Source: an optimization exercise on an open RTL-to-GDS flow (aim: small area). Production flows keep margins and buffers that such runs may drop.
Where RTL was checked, it was by simulation tests only, not by an equivalence proof against the original.
The RTL of run 3 was laid out without a check of its function.
Power and IR drop assume default switching activity.

[design.v]
module dadnme_engine (
    input  logic        Clk,
    input  logic        Reset,         
    input  logic        vs,            
    input  logic [7:0]  keycode, keycode_2,
    input  logic [9:0]  DrawX, DrawY,  
    output logic        is_ball,
    output logic [15:0] me_addr,
    output logic [7:0]  me_state,
    output logic        is_enemy,
    output logic [15:0] en_addr,
    output logic [1:0]  en_move,
    output logic        en_beida,
    output logic        is_en_blood_bar,
    output logic        is_enemy3,
    output logic [15:0] en_addr3,
    output logic        is_blood_bar,
    output logic [15:0] bb_addr,
    output logic        bb_white,
    output logic [19:0] bg_addr,
    output logic        show_success,
    output logic [17:0] success_addr,
    output logic        level
);
    function automatic [24:0] add(input [23:0] x, input [23:0] y, input ci);
        logic c;
        c = ci;
        for (int i = 0; i < 24; i++) begin
            add[i] = x[i] ^ y[i] ^ c;
            c = (x[i] & y[i]) | (c & (x[i] ^ y[i]));
        end
        add[24] = c;
    endfunction
    function automatic logic uge(input [23:0] x, input [23:0] y);
        logic r;
        r = 1'b1;
        for (int i = 0; i < 24; i++)
            r = (x[i] ^ y[i]) ? x[i] : r;
        uge = r;
    endfunction
    function automatic logic sge(input [23:0] x, input [23:0] y);
        sge = uge({~x[23], x[22:0]}, {~y[23], y[22:0]});
    endfunction
    function automatic logic sin(input [23:0] x, input [23:0] lo, input [23:0] hi);
        sin = sge(x, lo) & sge(hi, x);
    endfunction
    logic vs_q, fe_d;
    wire  fe = vs & ~vs_q;
    always_ff @(posedge Clk) begin
        vs_q <= ~Reset & vs;
        fe_d <= ~Reset & fe;
    end
    wire [15:0] key = {keycode_2, keycode};
    wire k_next = (key == 16'h002c);
    wire k_ok   = (key == 16'h0028);
    wire k_att  = (key == 16'h000d);
    wire k_th   = (key == 16'h000e);
    wire set_l  = (key == 16'h0004) | (key == 16'h041a) | (key == 16'h1a04) |
                  (key == 16'h0416) | (key == 16'h1604) | (key == 16'h0704);
    wire set_r  = (key == 16'h0007) | (key == 16'h0716) | (key == 16'h1607) |
                  (key == 16'h071a) | (key == 16'h1a07) | (key == 16'h0407);
    wire kA = (keycode == 8'h04) | (keycode_2 == 8'h04);
    wire kD = (keycode == 8'h07) | (keycode_2 == 8'h07);
    wire kW = (keycode == 8'h1a) | (keycode_2 == 8'h1a);
    wire kS = (keycode == 8'h16) | (keycode_2 == 8'h16);
    logic [2:0] kc_ph;
    logic       kc_l, left_in_1, left_pre;
    wire left_in = set_l | (~set_r & left_in_1);
    wire left    = (kc_ph == 3'd0) ? kc_l : left_pre;
    wire attack  = (kc_ph != 3'd0) & (kc_ph != 3'd7);
    always_ff @(posedge Clk) begin
        if (Reset) begin
            kc_ph <= 3'd0;
            kc_l  <= 1'b0;
        end else if (kc_ph == 3'd0) begin
            if (k_att)      kc_ph <= 3'd1;
            else if (k_th)  kc_ph <= 3'd7;
            kc_l <= left_in;
        end else if (kc_ph == 3'd6 || kc_ph == 3'd7) begin
            kc_ph <= 3'd0;
            kc_l  <= left_pre;
        end else begin
            kc_ph <= add({21'd0, kc_ph}, 24'd0, 1'b1);
        end
    end
    always_ff @(posedge Clk) begin
        if (Reset) begin
            left_in_1 <= 1'b0;
            left_pre  <= 1'b0;
        end else if (fe) begin
            left_in_1 <= left_in;
            left_pre  <= left;
        end
    end
    localparam [4:0] S11  = {3'd1, 2'd0}, S12  = {3'd1, 2'd1},
                     S21  = {3'd2, 2'd0}, S22  = {3'd2, 2'd1},
                     S31  = {3'd3, 2'd0}, S32  = {3'd3, 2'd1},
                     A111 = {3'd5, 2'd0}, A112 = {3'd5, 2'd1},
                     A121 = {3'd6, 2'd0}, A122 = {3'd6, 2'd1}, A123 = {3'd6, 2'd2},
                     A211 = {3'd7, 2'd0}, A212 = {3'd7, 2'd1},
                     A221 = {3'd0, 2'd0}, A222 = {3'd0, 2'd1},
                     A231 = {3'd4, 2'd0}, A232 = {3'd4, 2'd1}, A233 = {3'd4, 2'd2};
    logic [4:0] is_n, is_nc, is_p;
    logic [5:0] is_cnt;
    wire c10 = (is_cnt == 6'd10);
    wire c20 = (is_cnt == 6'd20);
    wire c30 = (is_cnt == 6'd30);
    always_comb begin
        is_nc = is_n;
        case (is_n)
            S11:  is_nc = attack ? A111 : S12;
            S12:  if (attack) is_nc = A111; else if (c30) is_nc = S21;
            S21:  is_nc = attack ? A111 : S22;
            S22:  if (attack) is_nc = A111; else if (c30) is_nc = S31;
            S31:  is_nc = S32;
            S32:  is_nc = S11;
            A111: is_nc = A112;
            A112: if (c10) is_nc = A121;
            A121: is_nc = A122;
            A122: if (c10) is_nc = A123;
            A123: is_nc = k_att ? A211 : S11;
            A211: is_nc = A212;
            A212: if (c10) is_nc = A221;
            A221: is_nc = A222;
            A222: if (c10) is_nc = A231;
            A231: is_nc = A232;
            A232: if (c20) is_nc = A233;
            A233: is_nc = k_att ? A111 : S11;
            default: ;
        endcase
    end
    wire [2:0] is_g     = is_p[4:2];
    wire       set_zero = (is_p[1:0] == 2'd0);
    wire       fly      = (is_p == A232);
    always_ff @(posedge Clk) begin
        if (Reset) begin
            is_n   <= S11;
            is_p   <= S12;
            is_cnt <= 6'd0;
        end else if (fe) begin
            is_n   <= is_nc;
            is_p   <= is_n;
            is_cnt <= set_zero ? 6'd0 : add({18'd0, is_cnt}, 24'd0, 1'b1);
        end
    end
    assign me_state = {4'd0, ~is_g[1] & ~is_g[0], is_g[2] & (is_g[1] | is_g[0]),
                       is_g[1], is_g[0] | (is_g[2] & ~is_g[1])};
    wire me_att = is_g[2] | ~(is_g[1] | is_g[0]);       
    logic [1:0] ls;
    always_ff @(posedge Clk) begin
        if (Reset) ls <= 2'd0;
        else if (fe) begin
            case (ls)
                2'd0: if (k_next) ls <= 2'd1;
                2'd1: ls <= 2'd2;
                2'd2: if (k_ok) ls <= 2'd3;
                2'd3: if (k_next) ls <= 2'd0;
            endcase
        end
    end
    assign level = (ls == 2'd2);
    wire success   = (ls == 2'd3);
    wire pos_reset = (ls == 2'd1);
    logic [8:0] sxm30;
    logic [1:0] roll;      
    logic [1:0] sxm_d;     
    always_ff @(posedge Clk) begin
        if (Reset) begin
            sxm30 <= 9'd40;
        end else begin
            if (fe)
                sxm_d <= (roll[1] & ~(roll[0] ? (sxm30 == 9'd35) : (sxm30 == 9'd390))) ? roll : 2'b00;
            if (fe_d && sxm_d[1])
                sxm30 <= add({15'd0, sxm30}, sxm_d[0] ? 24'hfffffb : 24'd5, 1'b0);
        end
    end
    logic [10:0] bx;
    logic [8:0]  byq;
    logic [1:0]  bxm, bym;     
    logic        roll_off;     
    logic [1:0]  bxm_c, bym_c;
    wire  [24:0] bsx = add({13'd0, bx}, ~{15'd0, sxm30}, 1'b1);    
    always_comb begin
        if ((uge({15'd0, byq}, 24'd379) & kS) | (uge(24'd170, {15'd0, byq}) & kW) |
            (uge(24'd2007, {13'd0, bx}) & sge(bsx[23:0], 24'd569) & kD) |
            (sge(24'd10, bsx[23:0]) & kA)) begin
            bxm_c = 2'b00;
            bym_c = 2'b00;
        end else if (level & (byq == 9'd220) & kW & uge(24'd598, {13'd0, bx})) begin
            bxm_c = bxm;
            bym_c = 2'b00;
        end else begin
            bxm_c = 2'b00;
            bym_c = 2'b00;
            case (key)
                16'h0004, 16'h0407:          bxm_c = 2'b11;
                16'h0007, 16'h0704:          bxm_c = 2'b10;
                16'h001a, 16'h1a16:          bym_c = 2'b11;
                16'h0016, 16'h161a:          bym_c = 2'b10;
                16'h041a, 16'h1a04: begin bxm_c = 2'b11; bym_c = 2'b11; end
                16'h0416, 16'h1604: begin bxm_c = 2'b11; bym_c = 2'b10; end
                16'h0716, 16'h1607: begin bxm_c = 2'b10; bym_c = 2'b10; end
                16'h071a, 16'h1a07: begin bxm_c = 2'b10; bym_c = 2'b11; end
                default: ;
            endcase
        end
    end
    wire [24:0] bx_n  = add({13'd0, bx},  {24{bxm[1] & bxm[0]}} & 24'hfffffb | {24{bxm[1] & ~bxm[0]}} & 24'd5, 1'b0);
    wire [24:0] byq_n = add({15'd0, byq}, {24{bym[1] & bym[0]}} & 24'hfffffb | {24{bym[1] & ~bym[0]}} & 24'd5, 1'b0);
    always_ff @(posedge Clk) begin
        if (Reset) begin
            roll     <= 2'b00;
            roll_off <= 1'b1;
        end else begin
            if (fe)
                roll <= roll_off ? 2'b00 : bxm;
            if (fe_d)
                roll_off <= ~uge({13'd0, bx_n[10:0]}, 24'd320) | ~uge(24'd680, {13'd0, bx_n[10:0]});
        end
    end
    always_ff @(posedge Clk) begin
        if (fe) begin
            bxm <= bxm_c;
            bym <= bym_c;
        end
    end
    always_ff @(posedge Clk) begin
        if (Reset | pos_reset) begin
            bx  <= 11'd100;
            byq <= 9'd180;
        end else if (fe_d) begin
            bx  <= bx_n[10:0];
            byq <= byq_n[8:0];
        end
    end
    wire [24:0] xs30 = add({14'd0, DrawX}, {15'd0, sxm30}, 1'b0);            
    wire [24:0] d30  = add({13'd0, xs30[10:0]}, ~{13'd0, bx}, 1'b1);         
    wire [24:0] bb   = add({14'd0, DrawY}, ~{15'd0, byq}, 1'b1);             
    wire al = me_att & left, ar = me_att & ~left;
    wire ba_ok = (sge(d30[23:0], -24'sd9) | (al & sge(d30[23:0], -24'sd29))) &
                 (sge(24'd69, d30[23:0]) | (ar & sge(24'd89, d30[23:0])));
    wire bb_ok = sin(bb[23:0], 24'd1, 24'd99);
    assign is_ball = ba_ok & bb_ok;
    wire [24:0] ba   = add({17'd0, d30[6:0] ^ {7{left}}}, left ? 24'd71 : 24'd10, 1'b0);
    wire [24:0] bb5  = add({17'd0, bb[6:0]}, {15'd0, bb[6:0], 2'd0}, 1'b0);   
    wire [24:0] bbt  = add({11'd0, bb5[8:0], 4'd0}, me_att ? {13'd0, bb5[8:0], 2'd0} : 24'd0, 1'b0);
    wire [24:0] me_a = add({10'd0, bbt[13:0]}, {17'd0, ba[6:0]}, 1'b0);
    assign me_addr = is_ball ? {2'b00, me_a[13:0]} : 16'hffff;
    logic [10:0] fcnt;
    always_ff @(posedge Clk) begin
        if (Reset)   fcnt <= 11'd0;
        else if (fe) fcnt <= add({13'd0, fcnt}, 24'd0, 1'b1);
    end
    wire ec10 = (fcnt[10:1] == 10'd10);
    wire ec25 = (fcnt[10:1] == 10'd25);
    logic        is_e1, is_e2, el1, el2, bar1, bar2;
    logic [5:0]  s1, s2;
    logic [6:0]  t1, t2;
    logic [2:0]  p1, p2;
    dn_enemy #(.SX(11'd200), .SYQ(9'd54)) en1 (
        .Clk(Clk), .Reset(Reset), .fe(fe), .fe_d(fe_d), .xs30(xs30[10:0]), .DrawY(DrawY),
        .bx(bx), .byq(byq), .attack(attack), .fly(fly), .left(left), .c10(ec10), .c25(ec25),
        .hit(is_e1), .bar(bar1), .s(s1), .t(t1), .el(el1), .p(p1));
    dn_enemy #(.SX(11'd100), .SYQ(9'd154)) en2 (
        .Clk(Clk), .Reset(Reset), .fe(fe), .fe_d(fe_d), .xs30(xs30[10:0]), .DrawY(DrawY),
        .bx(bx), .byq(byq), .attack(attack), .fly(fly), .left(left), .c10(ec10), .c25(ec25),
        .hit(is_e2), .bar(bar2), .s(s2), .t(t2), .el(el2), .p(p2));
    assign is_enemy        = is_e1 | is_e2;
    assign is_en_blood_bar = bar1 | bar2;
    wire        sel2 = is_e2 & ~is_e1;
    wire [5:0]  es   = sel2 ? s2 : s1;
    wire [6:0]  et   = sel2 ? t2 : t1;
    wire        eel  = sel2 ? el2 : el1;
    wire [2:0]  ep   = sel2 ? p2 : p1;
    wire [24:0] esx  = add({18'd0, es ^ {6{eel}}}, eel ? 24'd61 : 24'd0, 1'b0);
    wire [24:0] et15 = add({13'd0, et, 4'd0}, ~{17'd0, et}, 1'b1);
    wire [24:0] en_a = add({11'd0, et15[10:0], 2'd0}, {18'd0, esx[5:0]}, 1'b0);
    assign en_addr  = is_enemy ? {3'b000, en_a[12:0]} : 16'hffff;
    assign en_move  = ep[2:1];
    assign en_beida = ep[2] & ep[1];
    logic [9:0] lbx;
    logic [8:0] lbyq;
    logic [1:0] lbxm, lbym;    
    wire  [24:0] lbdx = add({14'd0, bx[9:0]}, ~{14'd0, lbx}, 1'b1);     
    wire  [24:0] lbdy = add({15'd0, lbyq}, ~{15'd0, byq}, 1'b1);        
    wire  lb_near = uge({14'd0, bx[9:0]}, 24'd30) & uge(24'd993, {14'd0, bx[9:0]}) &
                    sin(lbdx[23:0], -24'sd29, 24'd29) & sin(lbdy[23:0], -24'sd25, 24'd33);
    wire  lbx_gt = sge(lbdx[23:0], 24'd1);      
    wire  lbx_lt = sge(-24'sd1, lbdx[23:0]);    
    wire  lby_gt = sge(24'd3, lbdy[23:0]);      
    wire  lby_lt = sge(lbdy[23:0], 24'd5);      
    wire  [24:0] lbx_n  = add({14'd0, lbx}, {24{lbxm[1] & lbxm[0]}} & 24'hfffffe | {24{lbxm[1] & ~lbxm[0]}} & 24'd2, 1'b0);
    wire  [24:0] lbyq_n = add({15'd0, lbyq}, {24{lbym[1] & lbym[0]}} | {23'd0, lbym[1] & ~lbym[0]}, 1'b0);
    always_ff @(posedge Clk) begin
        if (Reset) begin
            lbx  <= 10'd320;
            lbyq <= 9'd194;
            lbxm <= 2'b10;
            lbym <= 2'b10;
        end else if (fe_d && !lb_near) begin
            lbxm <= {lbx_gt | lbx_lt, lbx_lt};
            lbym <= {lby_gt | lby_lt, lby_lt};
            lbx  <= lbx_n[9:0];
            lbyq <= lbyq_n[8:0];
        end
    end
    wire [24:0] lba  = add({14'd0, DrawX}, ~{14'd0, lbx}, 1'b1);       
    wire [24:0] lbb  = add({14'd0, DrawY}, ~{15'd0, lbyq}, 1'b1);      
    assign is_enemy3 = sin(lba[23:0], -24'sd29, 24'd29) & sin(lbb[23:0], 24'd1, 24'd91);
    wire [24:0] lbs  = add({18'd0, lba[5:0]}, 24'd30, 1'b0);
    wire [24:0] lt15 = add({13'd0, lbb[6:0], 4'd0}, ~{17'd0, lbb[6:0]}, 1'b1);
    wire [24:0] lb_a = add({11'd0, lt15[10:0], 2'd0}, {18'd0, lbs[5:0]}, 1'b0);
    assign en_addr3 = is_enemy3 ? {3'b000, lb_a[12:0]} : 16'h0000;
    wire [24:0] y3  = add({14'd0, DrawY}, {13'd0, DrawY, 1'b0}, 1'b0);      
    wire [24:0] bg1 = add({4'd0, DrawY, 10'd0}, {13'd0, xs30[10:0]}, 1'b0);
    wire [24:0] bg2 = add(bg1[23:0], ~{9'd0, y3[11:0], 3'd0}, 1'b1);
    wire [24:0] bg3 = add(bg2[23:0], (ls != 2'd0) ? 24'd479970 : 24'hffffe2, 1'b0);
    assign bg_addr = bg3[19:0];
    wire [24:0] y17 = add({14'd0, DrawY}, {10'd0, DrawY, 4'd0}, 1'b0);      
    wire [24:0] bbx = add({14'd0, DrawX}, {8'd0, y17[13:0], 2'd0}, 1'b0);   
    always_ff @(posedge Clk) begin
        bb_addr  <= bbx[15:0];
        bb_white <= (DrawX != 10'd0) & ~DrawX[9] & ~DrawX[8] & ~DrawX[7] & ~DrawX[6] &
                    uge({14'd0, DrawY}, 24'd75) & uge(24'd81, {14'd0, DrawY});
    end
    assign is_blood_bar = ~uge({14'd0, DrawX}, 24'd68) & ~uge({14'd0, DrawY}, 24'd86);
    wire [24:0] sc1 = add({14'd0, DrawX}, {13'd0, DrawY, 1'b0}, 1'b0);
    wire [24:0] sc2 = add(sc1[23:0], {9'd0, y17[14:0]}, 1'b0);
    wire [24:0] sc3 = add(sc2[23:0], {6'd0, y17[13:0], 4'd0}, 1'b0);
    wire [24:0] sc4 = add(sc3[23:0], 24'hffdf91, 1'b0);
    assign success_addr = sc4[17:0];
    assign show_success = success & uge({14'd0, DrawX}, 24'd156) & uge(24'd444, {14'd0, DrawX}) &
                          uge({14'd0, DrawY}, 24'd29) & uge(24'd371, {14'd0, DrawY});
endmodule
module dn_enemy #(parameter [10:0] SX = 11'd200, parameter [8:0] SYQ = 9'd54) (
    input  logic        Clk, Reset, fe, fe_d,
    input  logic [10:0] xs30,         
    input  logic [9:0]  DrawY,
    input  logic [10:0] bx,
    input  logic [8:0]  byq,          
    input  logic        attack, fly, left, c10, c25,
    output logic        hit, bar, el,
    output logic [5:0]  s,            
    output logic [6:0]  t,            
    output logic [2:0]  p             
);
    function automatic [24:0] add(input [23:0] x, input [23:0] y, input ci);
        logic c;
        c = ci;
        for (int i = 0; i < 24; i++) begin
            add[i] = x[i] ^ y[i] ^ c;
            c = (x[i] & y[i]) | (c & (x[i] ^ y[i]));
        end
        add[24] = c;
    endfunction
    function automatic logic uge(input [23:0] x, input [23:0] y);
        logic r;
        r = 1'b1;
        for (int i = 0; i < 24; i++)
            r = (x[i] ^ y[i]) ? x[i] : r;
        uge = r;
    endfunction
    function automatic logic sge(input [23:0] x, input [23:0] y);
        sge = uge({~x[23], x[22:0]}, {~y[23], y[22:0]});
    endfunction
    function automatic logic sin(input [23:0] x, input [23:0] lo, input [23:0] hi);
        sin = sge(x, lo) & sge(hi, x);
    endfunction
    localparam [2:0] N11 = 3'd0, N12 = 3'd1, N21 = 3'd2, N22 = 3'd3,
                     N31 = 3'd4, N32 = 3'd5, BEIDA = 3'd6, BACK = 3'd7;
    logic [2:0]  n, nc;
    logic [10:0] ex;
    logic [8:0]  eyq;
    logic        xm, ym;          
    wire [24:0] dx = add({13'd0, bx}, ~{13'd0, ex}, 1'b1);       
    wire [24:0] dy = add({15'd0, byq}, ~{15'd0, eyq}, 1'b1);     
    wire near = sin(dx[23:0], -24'sd81, 24'd81) & sin(dy[23:0], -24'sd100, 24'd92);
    wire beida_t = attack & near;
    always_comb begin
        nc = n;
        case (n)
            N11: nc = N12;
            N12: if (c10) nc = N21;
            N21: nc = N22;
            N22: if (c10) nc = N31;
            N31: nc = N32;
            N32: if (c10) nc = N11;
            BEIDA: if (fly) nc = BACK; else if (c25) nc = N11;
            BACK: nc = N11;
        endcase
        if (beida_t && !(n == BEIDA || n == BACK)) nc = BEIDA;
    end
    wire beida = p[2] & p[1];
    wire back  = &p;
    wire [23:0] ex_step = ~beida ? (xm ? 24'hfffffe : 24'd2) :
                          back   ? (left ? 24'hfffff9 : 24'd7) : 24'd0;
    wire [24:0] ex_n  = add({13'd0, ex}, ex_step, 1'b0);
    wire [24:0] eyq_n = add({15'd0, eyq}, ~beida ? (ym ? 24'hfffffe : 24'd2) : 24'd0, 1'b0);
    always_ff @(posedge Clk) begin
        if (Reset) begin
            n   <= N11;
            p   <= N11;
            el  <= 1'b0;
            ex  <= SX;
            eyq <= SYQ;
            xm  <= 1'b0;
            ym  <= 1'b0;
        end else begin
            if (fe) begin
                n <= nc;
                p <= n;
            end
            if (fe_d) begin
                el <= xm;
                if (uge({15'd0, eyq}, 24'd387))      ym <= 1'b1;
                else if (uge(24'd170, {15'd0, eyq})) ym <= 1'b0;
                else if (uge({13'd0, ex}, 24'd970) & uge(24'd2017, {13'd0, ex})) xm <= 1'b1;
                else if (uge(24'd30, {13'd0, ex}))   xm <= 1'b0;
                ex  <= ex_n[10:0];
                eyq <= eyq_n[8:0];
            end
        end
    end
    wire [24:0] sa = add({13'd0, xs30}, ~{13'd0, ex}, 1'b1);       
    wire [24:0] ta = add({14'd0, DrawY}, ~{15'd0, eyq}, 1'b1);     
    assign hit = sin(sa[23:0], 24'd1, 24'd59) & sin(ta[23:0], 24'd1, 24'd91);
    assign bar = sin(sa[23:0], 24'd5, 24'd55) & sin(ta[23:0], -24'sd14, -24'sd4);
    assign s = sa[5:0];
    assign t = ta[6:0];
endmodule
[run.sh]
#!/bin/bash
# synth_recipe.tcl (not shown) runs the flow's synth.tcl, then flattens the netlist and writes it again
# the make line also repeats each setting of config.mk as NAME=value (left out here)
make -C /OpenROAD-flow-scripts/flow DESIGN_CONFIG=/design/flow/config.mk WORK_HOME=/design/flow/orfs CLKGATE_MAP_FILE= SYNTH_SCRIPT=/design/flow/synth_recipe.tcl finish
[config.mk]
export PLATFORM = sky130hd
export DESIGN_NAME = dadnme_engine
export DESIGN_NICKNAME = dadnme_engine
export VERILOG_FILES = /design/flow/design.v
export SDC_FILE = /design/flow/constraint.sdc
export NUM_CORES = 4
export LEC_CHECK = 0
export CAP_MARGIN = 20
export CORE_MARGIN = 2
export CORE_UTILIZATION = 40
export SLEW_MARGIN = 20
[constraint.sdc]
create_clock -name core_clock -period 25.0 [get_ports {Clk}]
set_input_delay 5.0000 -clock core_clock [delete_from_list [all_inputs] [get_ports {Clk}]]
set_output_delay 5.0000 -clock core_clock [all_outputs]
set_load 0.01 [all_outputs]
==> results.sh, run 1 <==
export IMPL_synth_async_reset_ratio=0
export IMPL_route_vias_total=14300
export IMPL_run_status="no timing/DRC/antenna violations"
export IMPL_gp_routability_congestion=0.897
export IMPL_quantity_of_hold_fixing_buffers_added_after_cts=0
export IMPL_max_transition_viols_final=0
export IMPL_gr_total_overflow=0
export IMPL_timing_critical_path_from_type="input pin"
export IMPL_grt_use_total=0.223
export IMPL_total_standard_cell_area_after_synthesis_um2=18800
export IMPL_htree_levels=4
export IMPL_hp_class="flip-flop to flip-flop"
export IMPL_clock_transition_at_the_registers_of_the_reported_paths_ps=70
export IMPL_synthesized_area_fraction_occupied_by_ao_oa_aoi_and_oai_cells=0.104
export IMPL_worst_setup_path_end_kind="primary output"
export IMPL_dominant_combinational_cell_family_by_area_after_synthesis="adder cells"
export IMPL_path_common_cell="sky130_fd_sc_hd__fa_1"
export IMPL_postSynthAreaPerCell_um2=9.46
export IMPL_clock_skew_ps=7.78
export IMPL_internal_power_w=0.000811
export IMPL_post_synth_fa_ha_maj_area_fraction=0.423
export IMPL_rsz0062_at_grt="false"
export IMPL_synth_area_mux_share=0.0297
export IMPL_drc=0
export IMPL_critPathRequiredTime_ps=20000
export IMPL_post_route_cells_drive_above_1_share=0.0364
export IMPL_detail_route_iter0_violations=857
export IMPL_finalCriticalPeriod_ps=20820
export IMPL_antenna_left=0
export IMPL_hold_path_cell_count=2
export IMPL_netSwitchingPower_w=0.000567
export IMPL_finish_net_count=2601
export IMPL_postSynthRegisterBits=170
export IMPL_clk_root_buffer_cell="sky130_fd_sc_hd__clkbuf_16"
export IMPL_synth_seq_area_share=0.184
export IMPL_max_stage_delay_ps=670
export IMPL_num_rows=79
export IMPL_simple_gate_area_share_of_the_yosys_netlist=0.142
export IMPL_slew_at_the_pin_with_the_worst_max_slew_slack_ps=1010
export IMPL_share_clk_of_total_power=0.197
export IMPL_placeableCoreArea_um2=46500
export IMPL_unique_masters_post_synth=87
export IMPL_drtPass1Iterations=7
export IMPL_power_ir_vdd_worst_mv=0.135
export IMPL_post_layout_total_power_w=0.00138
export IMPL_grt_max_degree=74
export IMPL_power_leakage_nw=9.20
export IMPL_final_min_period_over_clock_period=0.833
export IMPL_number_of_buffers_added_by_the_clock_tree_synthesis_step=17
export IMPL_post_cts_setup_buffer_count=0
export IMPL_sw_frac_of_total=0.411
export IMPL_globalRoute_busiestLayer="met2"
export IMPL_start_util=0.405
export IMPL_max_freq_mhz=48.0
export IMPL_comb_power_share=0.569
export IMPL_placed_cell_area_um2=20800
export IMPL_design_die_area_um2=48700
export IMPL_critical_path_class="input pin to primary output"
export IMPL_post_synth_edffs=6
export IMPL_flow_area_growth_from_synthesis_pct=13.8
export IMPL_dp_hpwl_mm=43.0
export IMPL_final_hold_fails=0
export IMPL_fin_setup_tns_ps=0
export IMPL_synth_cells=1986
export IMPL_setup_viol=0
export IMPL_path_max_fanout=17
export IMPL_synth_ff_type="sky130_fd_sc_hd__dfxtp_1"
export IMPL_clock_tree_from_tritoncts="done"
export IMPL_via_count_of_the_first_global_routing_pass=14700
export IMPL_grt_use_met2=0.368
export IMPL_chipWidth_um=221
export IMPL_clk_insertion_delay_late_ps=460
export IMPL_route_detailed_vias_per_inst=5.25
export IMPL_antenna_found_initial=0
export IMPL_drt_wl_total_mm=52.4
export IMPL_cts_sinks=170
export IMPL_floorplan_io_pins=160
export IMPL_groute_layer_met1_usage=0.300
export IMPL_antenna_cells_inserted=0
export IMPL_fp_dieH_um=221
export IMPL_yosysWarnings=3
export IMPL_slew_limit_headroom=0.326
export IMPL_cap_violations=0
export IMPL_synth_xor_xnor_area_share=0.0224
export IMPL_slowest_cell_on_the_critical_path="sky130_fd_sc_hd__clkdlybuf4s50_1"
export IMPL_post_route_cell_area_um2=21400
export IMPL_power_per_cell_area_nw_per_um2=64.4
export IMPL_worstPathArrival_ps=15820
export IMPL_cts_max_path_buffers=2
export IMPL_route_detailed_wl_per_inst_um=19.2
export IMPL_sequentialPowerShare=0.233
export IMPL_use_met3=0.0449
export IMPL_postCtsResizedCells=0
export IMPL_grt_pass1_wl_mm=82.7
export IMPL_r2r_worst_path_cells=24
export IMPL_place_port_buffers=152
-- area by class of cell --
type	instances	area [um2]
timing repair buffer	165	1620
tap	607	759
clock inverter	14	149
inverter	368	1380
clock buffer	18	429
multi-input combinational	1381	13600
sequential	170	3470
fill	4489	25100
-- Yosys cell counts, types with 23 or more instances --
library cell               number  area share
sky130_fd_sc_hd__inv_1        368       0.074
sky130_fd_sc_hd__fa_1         295        0.31
sky130_fd_sc_hd__dfxtp_1      164        0.17
sky130_fd_sc_hd__ha_1         164        0.11
sky130_fd_sc_hd__nand2_1      146       0.029
sky130_fd_sc_hd__nor2_1       123       0.025
sky130_fd_sc_hd__a21oi_1       77       0.021
sky130_fd_sc_hd__o21ai_0       58       0.015
sky130_fd_sc_hd__mux2i_1       49       0.026
sky130_fd_sc_hd__clkbuf_1      43      0.0086
sky130_fd_sc_hd__nand3_1       36      0.0096
sky130_fd_sc_hd__xnor2_1       35       0.016
sky130_fd_sc_hd__nor3_1        33      0.0088
sky130_fd_sc_hd__a211oi_1      29       0.012
sky130_fd_sc_hd__nand4_1       26      0.0087
sky130_fd_sc_hd__nand2b_1      23      0.0077
-- final timing paths --
| check | startpoint | to | slack (ps) |
|---|---|---|---|
| max reg2reg | bx[0] | en2.n[1] | 18600 |
| min reg2reg | roll[1] | roll[1] | 460 |
| min | roll[1] | roll[1] | 460 |
| max | DrawX[0] | en_addr[12] | 4180 |
-- stage by stage --
stage                     utilization  std cells  setup WS [ps]  hold WS (ps)
after floorplan                     -       1992           6050           414
after global placement          0.448       2691           4320           447
after detailed placement        0.448       2691           4190           450
after CTS                       0.461       2723           4150           460
after global routing            0.461       2723           3430           475
final                           0.461       2723           4180           462
-- critical path, delay by kind of cell --
family | cells | cell delay, ps
buffers and inverters | 7 | 1600
muxes | 1 | 130
adders and majority gates | 22 | 7050
AOI/OAI and AO/OA | 4 | 540
and+or+nand+nor | 5 | 1270
xor gates and xnor gates | 2 | 230
-- layout by cell type, fill, tap and decap left out, drive strengths merged, types with 9 or more instances in the layout --
cell / instances
nor3: 33
xor2: 13
a31oi: 14
buf: 14
clkbuf: 18
o211ai: 22
fa: 295
nand4: 26
nand2: 146
mux2i: 49
a22oi: 11
nor2: 124
nand3b: 18
o21ai: 60
ha: 164
a21oi: 77
nand2b: 23
nand3: 36
a21o: 11
xnor2: 35
inv: 370
clkdlybuf4s50: 151
or3: 9
nor2b: 11
a211oi: 29
and2: 19
dfxtp: 164
nor4: 20
-- sequential cells by signal, summed over array words and instances (netlist names), 11 cells and up --
name / cells
bb_addr: 16
bx: 11
en1.ex: 11
en2.ex: 11
fcnt: 11
-- power by group through the flow --
stage               clock, W  sequential [W]  combinational (W)
floorplan                  0        0.000318           0.000486
global placement           0        0.000327           0.000775
detailed placement         0        0.000327           0.000787
CTS                 0.000276        0.000321           0.000794
global route        0.000288        0.000324           0.000892
finish              0.000272        0.000321           0.000785
-- kinds of logic after synthesis --
| logic type | after synthesis |
|---|---|
| AOI/OAI and AO/OA | 289 |
| xor gates and xnor gates | 48 |
| adders and majority gates | 459 |
| buffers and inverters | 441 |
| DFF | 170 |
| muxes | 55 |
| other | 1 |
| and+or+nand+nor | 523 |
-- metal layers --
layer | vias up | part of all wire
li1 | 6759 | -
met1 | 7105 | 0.45
met3 | 55 | 0.061
met5 | - | 0
met2 | 372 | 0.47
met4 | 0 | 0.018
==> inputs of run 2 (changes only) <==
--- a/config.mk
+++ b/config.mk
@@ -7,5 +7,5 @@
 export LEC_CHECK = 0
 export CAP_MARGIN = 20
 export CORE_MARGIN = 2
-export CORE_UTILIZATION = 40
+export CORE_UTILIZATION = 70
 export SLEW_MARGIN = 20
==> run 2 against run 1 <==
Still clean on timing, DRC and antenna. Wire length is 0.11% higher. Worst hold slack better by 14 ps. Via count is 7.1% higher. Sequential cell count stayed put. Synthesized area stayed put. Worst setup slack worse by 420 ps. Critical endpoint unchanged. Largest cell class unchanged.
==> results.sh, run 2 <==
export IMPL_placeableCoreArea_um2=26200
export IMPL_hold_start="en2.p[0]"
export IMPL_most_common_layout_cells="sky130_fd_sc_hd__inv_1, sky130_fd_sc_hd__fa_1, sky130_fd_sc_hd__ha_1"
export IMPL_hold_path_cell_count=2
export IMPL_hold_path_end="en2.p[0]"
export IMPL_number_of_buffers_added_by_the_clock_tree_synthesis_step=17
export IMPL_flow_area_growth_from_synthesis_pct=12.0
export IMPL_post_route_cells_drive_above_1_share=0.0355
export IMPL_clk_root_buffer_cell="sky130_fd_sc_hd__clkbuf_16"
export IMPL_cap_violations=0
export IMPL_largest_register_ff_count=16
export IMPL_power_leakage_nw=9.20
export IMPL_timing_critical_path_from_type="input pin"
export IMPL_synth_ff_type="sky130_fd_sc_hd__dfxtp_1"
export IMPL_final_min_period_over_clock_period=0.850
export IMPL_slowest_cell_on_the_critical_path="sky130_fd_sc_hd__clkdlybuf4s50_1"
export IMPL_grt_use_total=0.386
export IMPL_unique_masters_post_synth=87
export IMPL_setup_viol=0
export IMPL_biggest_register="bb_addr"
export IMPL_r2r_end="en1.ex[10]"
export IMPL_detail_route_iter0_violations=1382
export IMPL_route_vias_total=15300
export IMPL_path_max_fanout=17
export IMPL_layout_cells_most_common="sky130_fd_sc_hd__inv_1"
export IMPL_antenna_left=0
export IMPL_dp_hpwl_mm=41.6
export IMPL_hp_class="flip-flop to flip-flop"
export IMPL_cts_sinks=170
export IMPL_design_die_area_um2=28200
export IMPL_synthDominantAreaCellType="sky130_fd_sc_hd__fa_1"
export IMPL_rsz0062_at_grt="false"
export IMPL_fp_dieH_um=168
export IMPL_max_freq_mhz=47.1
export IMPL_clk_insertion_delay_late_ps=460
export IMPL_floorplan_io_pins=160
export IMPL_clock_skew_ps=22.3
export IMPL_drtPass1Iterations=8
export IMPL_gr_total_overflow=0
export IMPL_slew_limit_headroom=0.368
export IMPL_power_per_cell_area_nw_per_um2=65.5
export IMPL_post_synth_fa_ha_maj_area_fraction=0.423
export IMPL_placement_setup_worst_slack_ps=3970
export IMPL_hold_slack_final_ps=475
export IMPL_clock_transition_at_the_registers_of_the_reported_paths_ps=80
export IMPL_finish_net_count=2598
export IMPL_power_ir_vdd_worst_mv=0.100
export IMPL_synthesized_area_fraction_occupied_by_ao_oa_aoi_and_oai_cells=0.104
export IMPL_post_cts_setup_buffer_count=0
export IMPL_run_status="no timing/DRC/antenna violations"
export IMPL_place_port_buffers=152
export IMPL_worst_setup_path_end_kind="primary output"
export IMPL_num_rows=59
export IMPL_route_detailed_wl_per_inst_um=21.4
export IMPL_grt_pass1_wl_mm=83.7
export IMPL_dominant_combinational_cell_family_by_area_after_synthesis="adder cells"
export IMPL_post_layout_total_power_w=0.00138
export IMPL_share_of_yosys_cell_area_claimed_by_the_top_area_cell_type=0.314
export IMPL_total_area_of_multi_input_combinational_cells_um2=13600
export IMPL_synthMostInstantiatedCell="sky130_fd_sc_hd__inv_1"
export IMPL_antenna_found_initial=1
export IMPL_critPathRequiredTime_ps=20000
export IMPL_gp_routability_congestion=0.966
export IMPL_critical_path_class="input pin to primary output"
export IMPL_drc=0
export IMPL_critPathTopFamily="adder cells"
export IMPL_worstPathArrival_ps=16240
export IMPL_cts_max_path_buffers=2
export IMPL_num_fill_cells=1631
export IMPL_synth_xor_xnor_area_share=0.0224
export IMPL_worstPathBufferInverterCount=7
export IMPL_postCtsResizedCells=0
export IMPL_yosysWarnings=3
export IMPL_area_sequential_um2=3470
export IMPL_htree_levels=4
export IMPL_quantity_of_hold_fixing_buffers_added_after_cts=0
export IMPL_synth_seq_area_share=0.184
export IMPL_r2r_setup_slk_ps=18500
export IMPL_setup_slack_ps=3760
export IMPL_total_standard_cell_area_after_synthesis_um2=18800
export IMPL_postSynthRegisterBits=170
export IMPL_max_stage_delay_ps=680
export IMPL_post_route_cell_area_um2=21100
export IMPL_synth_top_cells_by_count="sky130_fd_sc_hd__inv_1, sky130_fd_sc_hd__fa_1, sky130_fd_sc_hd__dfxtp_1, sky130_fd_sc_hd__ha_1, sky130_fd_sc_hd__nand2_1"
export IMPL_postSynthAreaPerCell_um2=9.46
export IMPL_via_count_of_the_first_global_routing_pass=15800
export IMPL_post_synth_edffs=6
export IMPL_post_synth_main_area_contributors="sky130_fd_sc_hd__fa_1, sky130_fd_sc_hd__dfxtp_1, sky130_fd_sc_hd__ha_1, sky130_fd_sc_hd__inv_1, sky130_fd_sc_hd__nand2_1"
export IMPL_start_util=0.717
export IMPL_slew_at_the_pin_with_the_worst_max_slew_slack_ps=948
export IMPL_synth_async_reset_ratio=0
export IMPL_placed_cell_area_um2=20500
export IMPL_simple_gate_area_share_of_the_yosys_netlist=0.142
export IMPL_r2r_worst_path_cells=19
export IMPL_antenna_cells_inserted=0
export IMPL_route_detailed_vias_per_inst=6.25
export IMPL_final_hold_fails=0
export IMPL_clock_tree_from_tritoncts="done"
export IMPL_fin_setup_tns_ps=0
export IMPL_synth_area_mux_share=0.0297
export IMPL_max_transition_viols_final=0
export IMPL_grt_max_degree=76
export IMPL_reg2reg_from="kc_ph[0]"
export IMPL_drt_wl_total_mm=52.4
export IMPL_path_common_cell="sky130_fd_sc_hd__fa_1"
export IMPL_finalCriticalPeriod_ps=21240
export IMPL_chipWidth_um=168
export IMPL_synth_cells=1986
run 2: through the flow:
stage / instances / utilization
after floorplan: 1992 / -
after global placement: 2416 / 0.780
after detailed placement: 2416 / 0.780
after CTS: 2448 / 0.803
after global routing: 2448 / 0.803
final: 2448 / 0.803
run 2: per-layer routing:
metal,GRT usage,share of wire
met5,0,0
met4,0.155,0.041
met3,0.0809,0.098
met2,0.643,0.48
met1,0.499,0.38
run 2: cell type report:
cell class	count	area share
tap	335	0.0199
clock buffer	17	0.0202
clock inverter	15	0.00838
multi-input combinational	1381	0.646
inverter	368	0.0656
sequential	170	0.165
timing repair buffer	162	0.0757
run 2: worst register-to-register path: stages (launching register included):
cell and delay (ps):
sky130_fd_sc_hd__dfxtp_1 340, sky130_fd_sc_hd__inv_1 90, sky130_fd_sc_hd__ha_1 220, sky130_fd_sc_hd__nor2b_1 510, sky130_fd_sc_hd__mux2i_1 250, sky130_fd_sc_hd__buf_4 260
sky130_fd_sc_hd__a21o_1 190, sky130_fd_sc_hd__fa_1 180, sky130_fd_sc_hd__inv_1 60, sky130_fd_sc_hd__fa_1 410, sky130_fd_sc_hd__fa_1 460, sky130_fd_sc_hd__fa_1 460
sky130_fd_sc_hd__fa_1 470, sky130_fd_sc_hd__fa_1 490, sky130_fd_sc_hd__fa_1 490, sky130_fd_sc_hd__fa_1 480, sky130_fd_sc_hd__fa_1 450, sky130_fd_sc_hd__xnor2_1 150
sky130_fd_sc_hd__or3_1 340, sky130_fd_sc_hd__a21oi_1 140
run 2: report_power, final:
group          internal (W)  leakage [nW]  switching, W
clock              0.000135         0.291      0.000141
sequential         0.000293          1.40     0.0000296
combinational      0.000371          7.50      0.000410
run 2: cell families after synthesis:
kind of cell	after synthesis
buffers and inverters	441
DFF	170
other	1
xor gates and xnor gates	48
adders and majority gates	459
and+or+nand+nor	523
muxes	55
AOI/OAI and AO/OA	289
run 2: worst max path at each step:
stage	from	end	slack [ps]	cells past startpoint
4_1_cts	DrawX[0]	en_addr[12]	3810	41
5_1_grt	DrawX[0]	en_addr[12]	3080	41
3_5_place_dp	DrawX[0]	en_addr[12]	3970	41
6_report	DrawX[0]	en_addr[12]	3760	41
2_1_floorplan	DrawX[0]	en_addr[12]	6050	41
3_3_place_gp	DrawX[0]	en_addr[12]	4340	41
==> inputs of run 3 (changes only) <==
--- a/design.v
+++ b/design.v
@@ -273,8 +273,7 @@
     wire        eel  = sel2 ? el2 : el1;
     wire [2:0]  ep   = sel2 ? p2 : p1;
     wire [24:0] esx  = add({18'd0, es ^ {6{eel}}}, eel ? 24'd61 : 24'd0, 1'b0);
-    wire [24:0] et15 = add({13'd0, et, 4'd0}, ~{17'd0, et}, 1'b1);
-    wire [24:0] en_a = add({11'd0, et15[10:0], 2'd0}, {18'd0, esx[5:0]}, 1'b0);
+    wire [24:0] en_a = add({11'd0, et, esx[5:0]}, ~{15'd0, et, 2'd0}, 1'b1);
     assign en_addr  = is_enemy ? {3'b000, en_a[12:0]} : 16'hffff;
     assign en_move  = ep[2:1];
     assign en_beida = ep[2] & ep[1];
@@ -308,8 +307,7 @@
     wire [24:0] lbb  = add({14'd0, DrawY}, ~{15'd0, lbyq}, 1'b1);      
     assign is_enemy3 = sin(lba[23:0], -24'sd29, 24'd29) & sin(lbb[23:0], 24'd1, 24'd91);
     wire [24:0] lbs  = add({18'd0, lba[5:0]}, 24'd30, 1'b0);
-    wire [24:0] lt15 = add({13'd0, lbb[6:0], 4'd0}, ~{17'd0, lbb[6:0]}, 1'b1);
-    wire [24:0] lb_a = add({11'd0, lt15[10:0], 2'd0}, {18'd0, lbs[5:0]}, 1'b0);
+    wire [24:0] lb_a = add({11'd0, lbb[6:0], lbs[5:0]}, ~{15'd0, lbb[6:0], 2'd0}, 1'b1);
     assign en_addr3 = is_enemy3 ? {3'b000, lb_a[12:0]} : 16'h0000;
     wire [24:0] y3  = add({14'd0, DrawY}, {13'd0, DrawY, 1'b0}, 1'b0);      
     wire [24:0] bg1 = add({4'd0, DrawY, 10'd0}, {13'd0, xs30[10:0]}, 1'b0);
==> flow/run.sh (new file) <==
#!/bin/bash
# Standard layout; only the port buffers use the smallest buffer cell
# (buf_1) instead of the one buffer_ports picks by default.
set -euo pipefail
bash standard.sh "BUFFER_PORTS_ARGS=-buffer_cell sky130_fd_sc_hd__buf_1" finish > standard_flow.log 2>&1
==> standard.sh (new file) <==
#!/bin/bash
# synth_recipe.tcl (not shown) runs the flow's synth.tcl, then flattens the netlist and writes it again
# the make line also repeats each setting of config.mk as NAME=value (left out here)
make -C /OpenROAD-flow-scripts/flow DESIGN_CONFIG=/design/flow/config.mk WORK_HOME=/design/flow/orfs CLKGATE_MAP_FILE= SYNTH_SCRIPT=/design/flow/synth_recipe.tcl "${@:-finish}"
removed: run.sh
==> run 3 against run 2 <==
Utilization shrank 4.2 points. Largest power group unchanged. Die area fell by 1.7%. Sequential power about the same. Via count down 3.7%.
==> results.sh, run 3 <==
export IMPL_gp_routability_congestion=0.964
export IMPL_timing_critical_path_from_type="input pin"
export IMPL_slew_limit_headroom=0.295
export IMPL_htree_levels=4
export IMPL_cts_max_path_buffers=2
export IMPL_cts_sinks=170
export IMPL_max_freq_mhz=48.2
export IMPL_gr_total_overflow=0
export IMPL_critical_path_class="input pin to primary output"
export IMPL_run_status="no timing/DRC/antenna violations"
export IMPL_slew_at_the_pin_with_the_worst_max_slew_slack_ps=1060
export IMPL_num_rows=59
export IMPL_post_cts_setup_buffer_count=0
export IMPL_via_count_of_the_first_global_routing_pass=15000
export IMPL_power_ir_vdd_worst_mv=0.109
export IMPL_clk_insertion_delay_late_ps=450
export IMPL_fin_setup_tns_ps=0
export IMPL_power_leakage_nw=8.57
export IMPL_start_util=0.711
export IMPL_path_max_fanout=24
export IMPL_post_synth_edffs=6
export IMPL_floorplan_io_pins=160
export IMPL_quantity_of_hold_fixing_buffers_added_after_cts=0
export IMPL_power_per_cell_area_nw_per_um2=63.3
export IMPL_layout_cells_most_common="sky130_fd_sc_hd__inv_1"
export IMPL_clock_transition_at_the_registers_of_the_reported_paths_ps=80
export IMPL_worst_setup_path_end_kind="primary output"
export IMPL_route_detailed_vias_per_inst=6.10
export IMPL_path_common_cell="sky130_fd_sc_hd__fa_1"
export IMPL_share_of_yosys_cell_area_claimed_by_the_top_area_cell_type=0.320
export IMPL_flow_area_growth_from_synthesis_pct=7.14
export IMPL_max_transition_viols_final=0
export IMPL_hp_class="flip-flop to flip-flop"
export IMPL_synthMostInstantiatedCell="sky130_fd_sc_hd__inv_1"
export IMPL_post_route_cell_area_um2=19800
export IMPL_drt_wl_total_mm=49.3
export IMPL_clock_skew_ps=17.2
export IMPL_slowest_cell_on_the_critical_path="sky130_fd_sc_hd__fa_1"
export IMPL_synth_ff_type="sky130_fd_sc_hd__dfxtp_1"
export IMPL_grt_pass1_wl_mm=78.8
export IMPL_number_of_buffers_added_by_the_clock_tree_synthesis_step=17
export IMPL_dp_hpwl_mm=39.1
export IMPL_antenna_left=0
export IMPL_total_standard_cell_area_after_synthesis_um2=18500
export IMPL_largest_register_ff_count=16
export IMPL_placed_cell_area_um2=19200
export IMPL_worstPathArrival_ps=15760
export IMPL_antenna_found_initial=0
export IMPL_most_common_layout_cells="sky130_fd_sc_hd__inv_1, sky130_fd_sc_hd__fa_1, sky130_fd_sc_hd__nand2_1"
export IMPL_worstPathBufferInverterCount=11
export IMPL_synth_cells=1961
export IMPL_critPathRequiredTime_ps=20000
export IMPL_r2r_setup_slk_ps=18750
export IMPL_post_route_cells_drive_above_1_share=0.0408
export IMPL_place_port_buffers=152
export IMPL_antenna_cells_inserted=0
export IMPL_postSynthAreaPerCell_um2=9.42
export IMPL_detail_route_iter0_violations=1397
export IMPL_unique_masters_post_synth=99
export IMPL_finish_net_count=2551
export IMPL_fp_dieH_um=166
export IMPL_clk_root_buffer_cell="sky130_fd_sc_hd__clkbuf_16"
export IMPL_rsz0062_at_grt="false"
export IMPL_grt_max_degree=72
export IMPL_synth_seq_area_share=0.187
export IMPL_finalCriticalPeriod_ps=20760
export IMPL_design_die_area_um2=27700
export IMPL_grt_use_total=0.364
export IMPL_setup_viol=0
export IMPL_route_vias_total=14800
export IMPL_synth_async_reset_ratio=0
export IMPL_biggest_register="bb_addr"
export IMPL_postSynthRegisterBits=170
export IMPL_drc=0
export IMPL_clock_tree_from_tritoncts="done"
export IMPL_max_stage_delay_ps=540
export IMPL_critPathTopFamily="adder cells"
export IMPL_cap_violations=0
export IMPL_yosysWarnings=3
export IMPL_final_hold_fails=0
export IMPL_synth_top_cells_by_count="sky130_fd_sc_hd__inv_1, sky130_fd_sc_hd__fa_1, sky130_fd_sc_hd__nand2_1, sky130_fd_sc_hd__dfxtp_1, sky130_fd_sc_hd__ha_1"
export IMPL_route_detailed_wl_per_inst_um=20.4
export IMPL_synthDominantAreaCellType="sky130_fd_sc_hd__fa_1"
export IMPL_drtPass1Iterations=6
export IMPL_postCtsResizedCells=0
export IMPL_post_synth_main_area_contributors="sky130_fd_sc_hd__fa_1, sky130_fd_sc_hd__dfxtp_1, sky130_fd_sc_hd__ha_1, sky130_fd_sc_hd__inv_1, sky130_fd_sc_hd__nand2_1"
export IMPL_final_min_period_over_clock_period=0.830
export IMPL_chipWidth_um=166
export IMPL_placeableCoreArea_um2=26000
## run 3: cell types whose count changed after synthesis, sizes merged, moves of 7 or more
cell,before,now
and2,19,9
and3,8,15
ha,164,146
inv,368,355
nand2,146,169
nand3,36,29
nor4,20,27
## run 3: layout make-up
type | count | area, um2
Inverter | 356 | 1340
Multi-Input combinational cell | 1366 | 13400
Tap cell | 335 | 419
Timing Repair Buffer | 160 | 634
Clock inverter | 14 | 154
Sequential cell | 170 | 3470
Fill cell | 1886 | 6190
Clock buffer | 18 | 429
## run 3: where the power goes
part,switching (W),internal (W)
combinational,0.000394,0.000266
clock,0.000137,0.000134
sequential,0.0000288,0.000293
## run 3: layer usage
| layer | GRT usage | up-vias | share of wire |
|---|---|---|---|
| met5 | 0 | - | 0 |
| li1 | - | 6652 | - |
| met3 | 0.0689 | 159 | 0.080 |
| met1 | 0.475 | 7288 | 0.39 |
| met2 | 0.593 | 652 | 0.47 |
| met4 | 0.169 | 0 | 0.052 |
## run 3: path summary, 6_finish.rpt
kind                  from     endpoint  depth (start not counted)
setup / recovery  DrawX[0]  en_addr[12]                         44
hold / removal     roll[1]      roll[1]                          2
setup reg to reg     bx[1]     en2.n[1]                         23
hold reg to reg    roll[1]      roll[1]                          2
## run 3: kinds of logic (layout without fill, tap and decap cells)
logic type | Yosys count | count (layout) | synth area share
buffers and inverters | 431 | 548 | 0.0911
AOI/OAI and AO/OA | 285 | 285 | 0.106
and+or+nand+nor | 538 | 538 | 0.148
DFF | 170 | 170 | 0.187
other | 1 | 7 | 0.000203
adders and majority gates | 441 | 441 | 0.419
muxes | 48 | 48 | 0.0266
xor gates and xnor gates | 47 | 47 | 0.0223
## run 3: tightest hold or removal path: stages, from the launching register on
cell,delay [ps]
sky130_fd_sc_hd__dfxtp_1,320
sky130_fd_sc_hd__nand2_1,50
sky130_fd_sc_hd__a21oi_1,50
## run 3: through the flow
stage	hold WS [ps]	total power (W)	setup WS, ps	cells	util
2_1_floorplan	432	0.000793	5270	1967	-
3_3_place_gp	443	0.000955	4510	2387	0.739
3_5_place_dp	446	0.000984	4290	2387	0.739
4_1_cts	460	0.00125	4270	2419	0.762
5_1_grt	496	0.00137	3660	2419	0.762
6_report	465	0.00125	4240	2419	0.762
==> inputs of run 4 (changes only) <==
--- a/design.v
+++ b/design.v
@@ -219,7 +219,10 @@
         end
     end
     always_ff @(posedge Clk) begin
-        if (fe) begin
+        if (Reset) begin
+            bxm <= 2'b00;
+            bym <= 2'b00;
+        end else if (fe) begin
             bxm <= bxm_c;
             bym <= bym_c;
         end
@@ -277,34 +280,34 @@
     assign en_addr  = is_enemy ? {3'b000, en_a[12:0]} : 16'hffff;
     assign en_move  = ep[2:1];
     assign en_beida = ep[2] & ep[1];
-    logic [9:0] lbx;
-    logic [8:0] lbyq;
+    logic [8:0] nlh;           
+    logic [8:0] nlq;           
     logic [1:0] lbxm, lbym;    
-    wire  [24:0] lbdx = add({14'd0, bx[9:0]}, ~{14'd0, lbx}, 1'b1);     
-    wire  [24:0] lbdy = add({15'd0, lbyq}, ~{15'd0, byq}, 1'b1);        
+    wire  [24:0] lbdx = add({14'd0, bx[9:0]}, {{14{1'b1}}, nlh, 1'b1}, 1'b1);    
+    wire  [24:0] lbdy = add({15'd0, byq}, {{15{1'b1}}, nlq}, 1'b1);             
     wire  lb_near = uge({14'd0, bx[9:0]}, 24'd30) & uge(24'd993, {14'd0, bx[9:0]}) &
-                    sin(lbdx[23:0], -24'sd29, 24'd29) & sin(lbdy[23:0], -24'sd25, 24'd33);
+                    sin(lbdx[23:0], -24'sd29, 24'd29) & sin(lbdy[23:0], -24'sd33, 24'd25);
     wire  lbx_gt = sge(lbdx[23:0], 24'd1);      
     wire  lbx_lt = sge(-24'sd1, lbdx[23:0]);    
-    wire  lby_gt = sge(24'd3, lbdy[23:0]);      
-    wire  lby_lt = sge(lbdy[23:0], 24'd5);      
-    wire  [24:0] lbx_n  = add({14'd0, lbx}, {24{lbxm[1] & lbxm[0]}} & 24'hfffffe | {24{lbxm[1] & ~lbxm[0]}} & 24'd2, 1'b0);
-    wire  [24:0] lbyq_n = add({15'd0, lbyq}, {24{lbym[1] & lbym[0]}} | {23'd0, lbym[1] & ~lbym[0]}, 1'b0);
+    wire  lby_gt = sge(lbdy[23:0], -24'sd3);    
+    wire  lby_lt = sge(-24'sd5, lbdy[23:0]);    
+    wire  [24:0] nlh_n = add({15'd0, nlh}, {24{lbxm[1] & ~lbxm[0]}} | {23'd0, lbxm[1] & lbxm[0]}, 1'b0);
+    wire  [24:0] nlq_n = add({15'd0, nlq}, {24{lbym[1] & ~lbym[0]}} | {23'd0, lbym[1] & lbym[0]}, 1'b0);
     always_ff @(posedge Clk) begin
         if (Reset) begin
-            lbx  <= 10'd320;
-            lbyq <= 9'd194;
+            nlh  <= ~9'd160;
+            nlq  <= ~9'd194;
             lbxm <= 2'b10;
             lbym <= 2'b10;
         end else if (fe_d && !lb_near) begin
             lbxm <= {lbx_gt | lbx_lt, lbx_lt};
             lbym <= {lby_gt | lby_lt, lby_lt};
-            lbx  <= lbx_n[9:0];
-            lbyq <= lbyq_n[8:0];
+            nlh  <= nlh_n[8:0];
+            nlq  <= nlq_n[8:0];
         end
     end
-    wire [24:0] lba  = add({14'd0, DrawX}, ~{14'd0, lbx}, 1'b1);       
-    wire [24:0] lbb  = add({14'd0, DrawY}, ~{15'd0, lbyq}, 1'b1);      
+    wire [24:0] lba  = add({14'd0, DrawX}, {{14{1'b1}}, nlh, 1'b1}, 1'b1);    
+    wire [24:0] lbb  = add({14'd0, DrawY}, {{15{1'b1}}, nlq}, 1'b1);          
     assign is_enemy3 = sin(lba[23:0], -24'sd29, 24'd29) & sin(lbb[23:0], 24'd1, 24'd91);
     wire [24:0] lbs  = add({18'd0, lba[5:0]}, 24'd30, 1'b0);
     wire [24:0] lb_a = add({11'd0, lbb[6:0], lbs[5:0]}, ~{15'd0, lbb[6:0], 2'd0}, 1'b1);
@@ -367,11 +370,11 @@
     localparam [2:0] N11 = 3'd0, N12 = 3'd1, N21 = 3'd2, N22 = 3'd3,
                      N31 = 3'd4, N32 = 3'd5, BEIDA = 3'd6, BACK = 3'd7;
     logic [2:0]  n, nc;
-    logic [10:0] ex;
-    logic [8:0]  eyq;
+    logic [10:0] nex;             
+    logic [7:0]  neh;             
     logic        xm, ym;          
-    wire [24:0] dx = add({13'd0, bx}, ~{13'd0, ex}, 1'b1);       
-    wire [24:0] dy = add({15'd0, byq}, ~{15'd0, eyq}, 1'b1);     
+    wire [24:0] dx = add({13'd0, bx}, {{13{1'b1}}, nex}, 1'b1);          
+    wire [24:0] dy = add({15'd0, byq}, {{15{1'b1}}, neh, 1'b1}, 1'b1);   
     wire near = sin(dx[23:0], -24'sd81, 24'd81) & sin(dy[23:0], -24'sd100, 24'd92);
     wire beida_t = attack & near;
     always_comb begin
@@ -390,17 +393,17 @@
     end
     wire beida = p[2] & p[1];
     wire back  = &p;
-    wire [23:0] ex_step = ~beida ? (xm ? 24'hfffffe : 24'd2) :
-                          back   ? (left ? 24'hfffff9 : 24'd7) : 24'd0;
-    wire [24:0] ex_n  = add({13'd0, ex}, ex_step, 1'b0);
-    wire [24:0] eyq_n = add({15'd0, eyq}, ~beida ? (ym ? 24'hfffffe : 24'd2) : 24'd0, 1'b0);
+    wire [23:0] nex_step = ~beida ? (xm ? 24'd2 : 24'hfffffe) :
+                           back   ? (left ? 24'd7 : 24'hfffff9) : 24'd0;
+    wire [24:0] nex_n = add({13'd0, nex}, nex_step, 1'b0);
+    wire [24:0] neh_n = add({16'd0, neh}, ~beida ? (ym ? 24'd1 : 24'hffffff) : 24'd0, 1'b0);
     always_ff @(posedge Clk) begin
         if (Reset) begin
             n   <= N11;
             p   <= N11;
             el  <= 1'b0;
-            ex  <= SX;
-            eyq <= SYQ;
+            nex <= ~SX;
+            neh <= ~SYQ[8:1];
             xm  <= 1'b0;
             ym  <= 1'b0;
         end else begin
@@ -410,17 +413,17 @@
             end
             if (fe_d) begin
                 el <= xm;
-                if (uge({15'd0, eyq}, 24'd387))      ym <= 1'b1;
-                else if (uge(24'd170, {15'd0, eyq})) ym <= 1'b0;
-                else if (uge({13'd0, ex}, 24'd970) & uge(24'd2017, {13'd0, ex})) xm <= 1'b1;
-                else if (uge(24'd30, {13'd0, ex}))   xm <= 1'b0;
-                ex  <= ex_n[10:0];
-                eyq <= eyq_n[8:0];
+                if (uge(24'd61, {16'd0, neh}))       ym <= 1'b1;    
+                else if (uge({16'd0, neh}, 24'd170)) ym <= 1'b0;    
+                else if (uge({13'd0, nex}, 24'd30) & uge(24'd1077, {13'd0, nex})) xm <= 1'b1;   
+                else if (uge({13'd0, nex}, 24'd2017)) xm <= 1'b0;   
+                nex <= nex_n[10:0];
+                neh <= neh_n[7:0];
             end
         end
     end
-    wire [24:0] sa = add({13'd0, xs30}, ~{13'd0, ex}, 1'b1);       
-    wire [24:0] ta = add({14'd0, DrawY}, ~{15'd0, eyq}, 1'b1);     
+    wire [24:0] sa = add({13'd0, xs30}, {{13{1'b1}}, nex}, 1'b1);         
+    wire [24:0] ta = add({14'd0, DrawY}, {{15{1'b1}}, neh, 1'b1}, 1'b1);  
     assign hit = sin(sa[23:0], 24'd1, 24'd59) & sin(ta[23:0], 24'd1, 24'd91);
     assign bar = sin(sa[23:0], 24'd5, 24'd55) & sin(ta[23:0], -24'sd14, -24'sd4);
     assign s = sa[5:0];
==> flow/run.sh (replaced) <==
#!/bin/bash
# The standard layout (standard.sh) with two changes:
# - synthesis runs Yosys's synth with -noabc, so the gate-level adders are
#   not restructured before ORFS's full-adder extraction (the final ABC
#   mapping still runs); registers and their names are unchanged;
# - the port buffers use the smallest buffer cell, buf_1.
set -euo pipefail
bash standard.sh "SYNTH_ARGS=-noabc" "BUFFER_PORTS_ARGS=-buffer_cell sky130_fd_sc_hd__buf_1" finish > standard_flow.log 2>&1
--- a/config.mk
+++ b/config.mk
@@ -8,4 +8,5 @@
 export CAP_MARGIN = 20
 export CORE_MARGIN = 2
 export CORE_UTILIZATION = 70
+export CTS_BUF_LIST = sky130_fd_sc_hd__clkbuf_8 sky130_fd_sc_hd__clkbuf_16
 export SLEW_MARGIN = 20
==> run 4 against run 3 <==
Critical path depth is 9 lower. Sequential cell count stayed put. First-iteration DRC count is 18% lower. Non-clock buffer count is 14 higher. Utilization is 1.0 points higher. Die area is 2.8% lower. Still clean on timing, DRC and antenna. Design area is 1.8% lower. Worst hold slack worse by 12 ps. Largest power group unchanged. Sequential share of layout area is 0.11 points higher.
==> results.sh, run 4 <==
export IMPL_drtPass1Iterations=6
export IMPL_worst_setup_path_end_kind="primary output"
export IMPL_postCtsResizedCells=0
export IMPL_post_synth_edffs=2
export IMPL_clk_root_buffer_cell="sky130_fd_sc_hd__clkbuf_16"
export IMPL_post_cts_setup_buffer_count=0
export IMPL_setup_viol=0
export IMPL_grt_use_met2=0.580
export IMPL_clock_skew_ps=17.5
export IMPL_synth_area_mux_share=0.0475
export IMPL_post_synth_fa_ha_maj_area_fraction=0.444
export IMPL_route_detailed_wl_per_inst_um=20.3
export IMPL_share_of_yosys_cell_area_claimed_by_the_top_area_cell_type=0.335
export IMPL_post_route_cells_drive_above_1_share=0.0461
export IMPL_simple_gate_area_share_of_the_yosys_netlist=0.148
export IMPL_post_route_cell_area_um2=19400
export IMPL_num_rows=58
export IMPL_antenna_found_initial=0
export IMPL_largest_register_ff_count=16
export IMPL_rsz0062_at_grt="false"
export IMPL_timing_critical_path_from_type="input pin"
export IMPL_slowest_cell_on_the_critical_path="sky130_fd_sc_hd__fa_1"
export IMPL_area_sequential_um2=3430
export IMPL_hold_path_end="roll[1]"
export IMPL_worstPathArrival_ps=17220
export IMPL_critPathRequiredTime_ps=20000
export IMPL_critical_path_class="input pin to primary output"
export IMPL_drt_wl_total_mm=45.5
export IMPL_dominant_combinational_cell_family_by_area_after_synthesis="adder cells"
export IMPL_yosysWarnings=3
export IMPL_route_detailed_vias_per_inst=6.13
export IMPL_most_common_layout_cells="sky130_fd_sc_hd__fa_1, sky130_fd_sc_hd__inv_1, sky130_fd_sc_hd__dfxtp_1"
export IMPL_antenna_cells_inserted=0
export IMPL_chipWidth_um=164
export IMPL_max_freq_mhz=45.0
export IMPL_finish_net_count=2392
export IMPL_start_util=0.713
export IMPL_clock_transition_at_the_registers_of_the_reported_paths_ps=90
export IMPL_biggest_register="bb_addr"
export IMPL_synthMostInstantiatedCell="sky130_fd_sc_hd__fa_1"
export IMPL_r2r_setup_slk_ps=17850
export IMPL_synth_top_cells_by_count="sky130_fd_sc_hd__fa_1, sky130_fd_sc_hd__inv_1, sky130_fd_sc_hd__dfxtp_1, sky130_fd_sc_hd__ha_1, sky130_fd_sc_hd__nand2_1"
export IMPL_postSynthRegisterBits=170
export IMPL_cap_violations=0
export IMPL_clk_insertion_delay_late_ps=450
export IMPL_number_of_buffers_added_by_the_clock_tree_synthesis_step=17
export IMPL_finalCriticalPeriod_ps=22220
export IMPL_power_ir_vdd_worst_mv=0.105
export IMPL_path_max_fanout=20
export IMPL_placement_setup_worst_slack_ps=2830
export IMPL_route_vias_total=13700
export IMPL_hold_path_cell_count=2
export IMPL_power_leakage_nw=7.79
export IMPL_slew_at_the_pin_with_the_worst_max_slew_slack_ps=987
export IMPL_place_port_buffers=152
export IMPL_synth_ff_type="sky130_fd_sc_hd__dfxtp_1"
export IMPL_via_count_of_the_first_global_routing_pass=13800
export IMPL_layout_cells_most_common="sky130_fd_sc_hd__fa_1"
export IMPL_num_fill_cells=1734
export IMPL_gr_total_overflow=0
export IMPL_grt_use_total=0.353
export IMPL_synth_seq_area_share=0.191
export IMPL_clock_tree_from_tritoncts="done"
export IMPL_total_area_of_multi_input_combinational_cells_um2=13600
export IMPL_hp_class="flip-flop to flip-flop"
export IMPL_final_hold_fails=0
export IMPL_placed_cell_area_um2=18800
export IMPL_grt_pass1_wl_mm=72.5
export IMPL_synth_xor_xnor_area_share=0.0190
export IMPL_htree_levels=4
export IMPL_power_per_cell_area_nw_per_um2=60.6
export IMPL_gp_routability_congestion=0.929
export IMPL_final_min_period_over_clock_period=0.889
export IMPL_reg2reg_from="bx[0]"
export IMPL_cts_max_path_buffers=2
export IMPL_synthDominantAreaCellType="sky130_fd_sc_hd__fa_1"
export IMPL_hold_start="roll[1]"
export IMPL_max_transition_viols_final=0
export IMPL_r2r_worst_path_cells=19
export IMPL_floorplan_io_pins=160
export IMPL_synth_async_reset_ratio=0
export IMPL_quantity_of_hold_fixing_buffers_added_after_cts=0
export IMPL_antenna_left=0
export IMPL_run_status="no timing/DRC/antenna violations"
export IMPL_synth_cells=1768
export IMPL_groute_layer_met1_usage=0.459
export IMPL_grt_max_degree=54
export IMPL_total_standard_cell_area_after_synthesis_um2=17900
export IMPL_design_die_area_um2=26900
export IMPL_r2r_end="en2.n[1]"
export IMPL_synthesized_area_fraction_occupied_by_ao_oa_aoi_and_oai_cells=0.0942
export IMPL_setup_slack_ps=2780
export IMPL_unique_masters_post_synth=87
export IMPL_drc=0
export IMPL_fin_setup_tns_ps=0
export IMPL_finish_cell_count_without_fillers=2239
export IMPL_slew_limit_headroom=0.341
export IMPL_use_met3=0.0735
export IMPL_post_layout_total_power_w=0.00118
export IMPL_dp_hpwl_mm=35.5
export IMPL_number_of_placed_instances_with_taps_included=2207
export IMPL_globalRoute_busiestLayer="met2"
export IMPL_max_stage_delay_ps=530
export IMPL_detail_route_iter0_violations=1142
export IMPL_placeableCoreArea_um2=25200
export IMPL_path_common_cell="sky130_fd_sc_hd__fa_1"
export IMPL_fp_dieH_um=164
export IMPL_postSynthAreaPerCell_um2=10.1
export IMPL_post_synth_main_area_contributors="sky130_fd_sc_hd__fa_1, sky130_fd_sc_hd__dfxtp_1, sky130_fd_sc_hd__ha_1, sky130_fd_sc_hd__mux2i_1, sky130_fd_sc_hd__inv_1"
export IMPL_cts_sinks=170
export IMPL_flow_area_growth_from_synthesis_pct=8.34
==> run 4: cell count changes in the layout (fill, tap and decap cells not counted), sizes merged, moves of 9 or more <==
| cell | change |
|---|---|
| inv | -178 |
| nand2b | -9 |
| xnor2 | -12 |
| mux2i | +33 |
| o21ai | -11 |
| buf | +15 |
| nand3b | +10 |
| nand2 | -14 |
| nor2 | -21 |
| nor2b | +13 |
| ha | +11 |
==> run 4: cell families (layout without fill, tap and decap cells) <==
group / count (synthesis) / in the layout
other: 1 / 7
DFF: 170 / 170
and+or+nand+nor: 509 / 509
buffers and inverters: 250 / 385
muxes: 83 / 83
xor gates and xnor gates: 39 / 39
AOI/OAI and AO/OA: 259 / 259
adders and majority gates: 457 / 457
==> run 4: final cells by class <==
cell class / count / area share
Clock buffer: 17 / 0.0219
Clock inverter: 15 / 0.0101
Tap cell: 330 / 0.0212
Sequential cell: 170 / 0.176
Timing Repair Buffer: 174 / 0.0379
Multi-Input combinational cell: 1354 / 0.698
Inverter: 179 / 0.0346
==> run 4: metal layers <==
metal / part of all wire / up-vias / wire length, um
met4: 0.040 / 0 / 1800
met3: 0.087 / 120 / 3940
met1: 0.40 / 6730 / 18100
met5: 0 / - / 0
li1: - / 6269 / -
met2: 0.48 / 611 / 21600
==> run 4: per-stage QoR <==
stage / util / hold slack (ps)
floorplan: - / 428
global placement: 0.746 / 435
detailed placement: 0.746 / 441
CTS: 0.771 / 453
global route: 0.772 / 470
finish: 0.772 / 453
==> run 4: worst max-delay path by stage <==
stage | slack [ps] | start | cells past startpoint | endpoint
3_5_place_dp | 2830 | DrawX[0] | 35 | en_addr[12]
6_report | 2780 | DrawX[0] | 35 | en_addr[12]
4_1_cts | 2790 | DrawX[0] | 35 | en_addr[12]
5_1_grt | 2280 | DrawX[0] | 35 | en_addr[12]
2_1_floorplan | 4010 | DrawX[0] | 33 | en_addr[12]
3_3_place_gp | 3060 | DrawX[0] | 35 | en_addr[12]
==> run 4: worst max-delay path, delay by kind of cell <==
kind | cells | cell delay, ps
simple gates | 4 | 1230
mux | 2 | 800
buf+inv | 4 | 760
fa+ha+maj | 25 | 9390
==> run 4: where the power goes <==
group,total [W],switching (W),internal [W]
Sequential,0.000312,0.0000242,0.000288
Clock,0.000283,0.000146,0.000137
Combinational,0.000584,0.000340,0.000244
Total,0.00118,0.000509,0.000669

-- re-timing with driven ports --
The results above use ideal ports. As a check the final layouts listed here were re-extracted and re-timed, cells and wires unchanged. Step 1: set_driving_cell puts a clkbuf_16 on Clk and a buf_2 on each other input, an assumption about the parent block. Step 2 also shifts input and output timing later by t, the mid clock arrival at the registers, as if the neighbouring blocks saw the same clock. Three values: ideal, step 1, step 2; two values: the first two.
run | t (ns) | setup slack, ns | worst setup path at the end | worst register clock-pin slew, ns | pins driven straight from the clock port
run 1 | 0.506 | 4.177 / 4.155 / 4.155 | input to output | 0.07 / 0.07 | 1
run 2 | 0.502 | 3.755 / 3.732 / 3.732 | input to output | 0.09 / 0.09 | 1
run 3 | 0.493 | 4.242 / 4.219 / 4.219 | input to output | 0.08 / 0.08 | 1
run 4 | 0.487 | 2.784 / 2.763 / 2.763 | input to output | 0.09 / 0.09 | 1
After both steps every run listed still meets setup and hold.
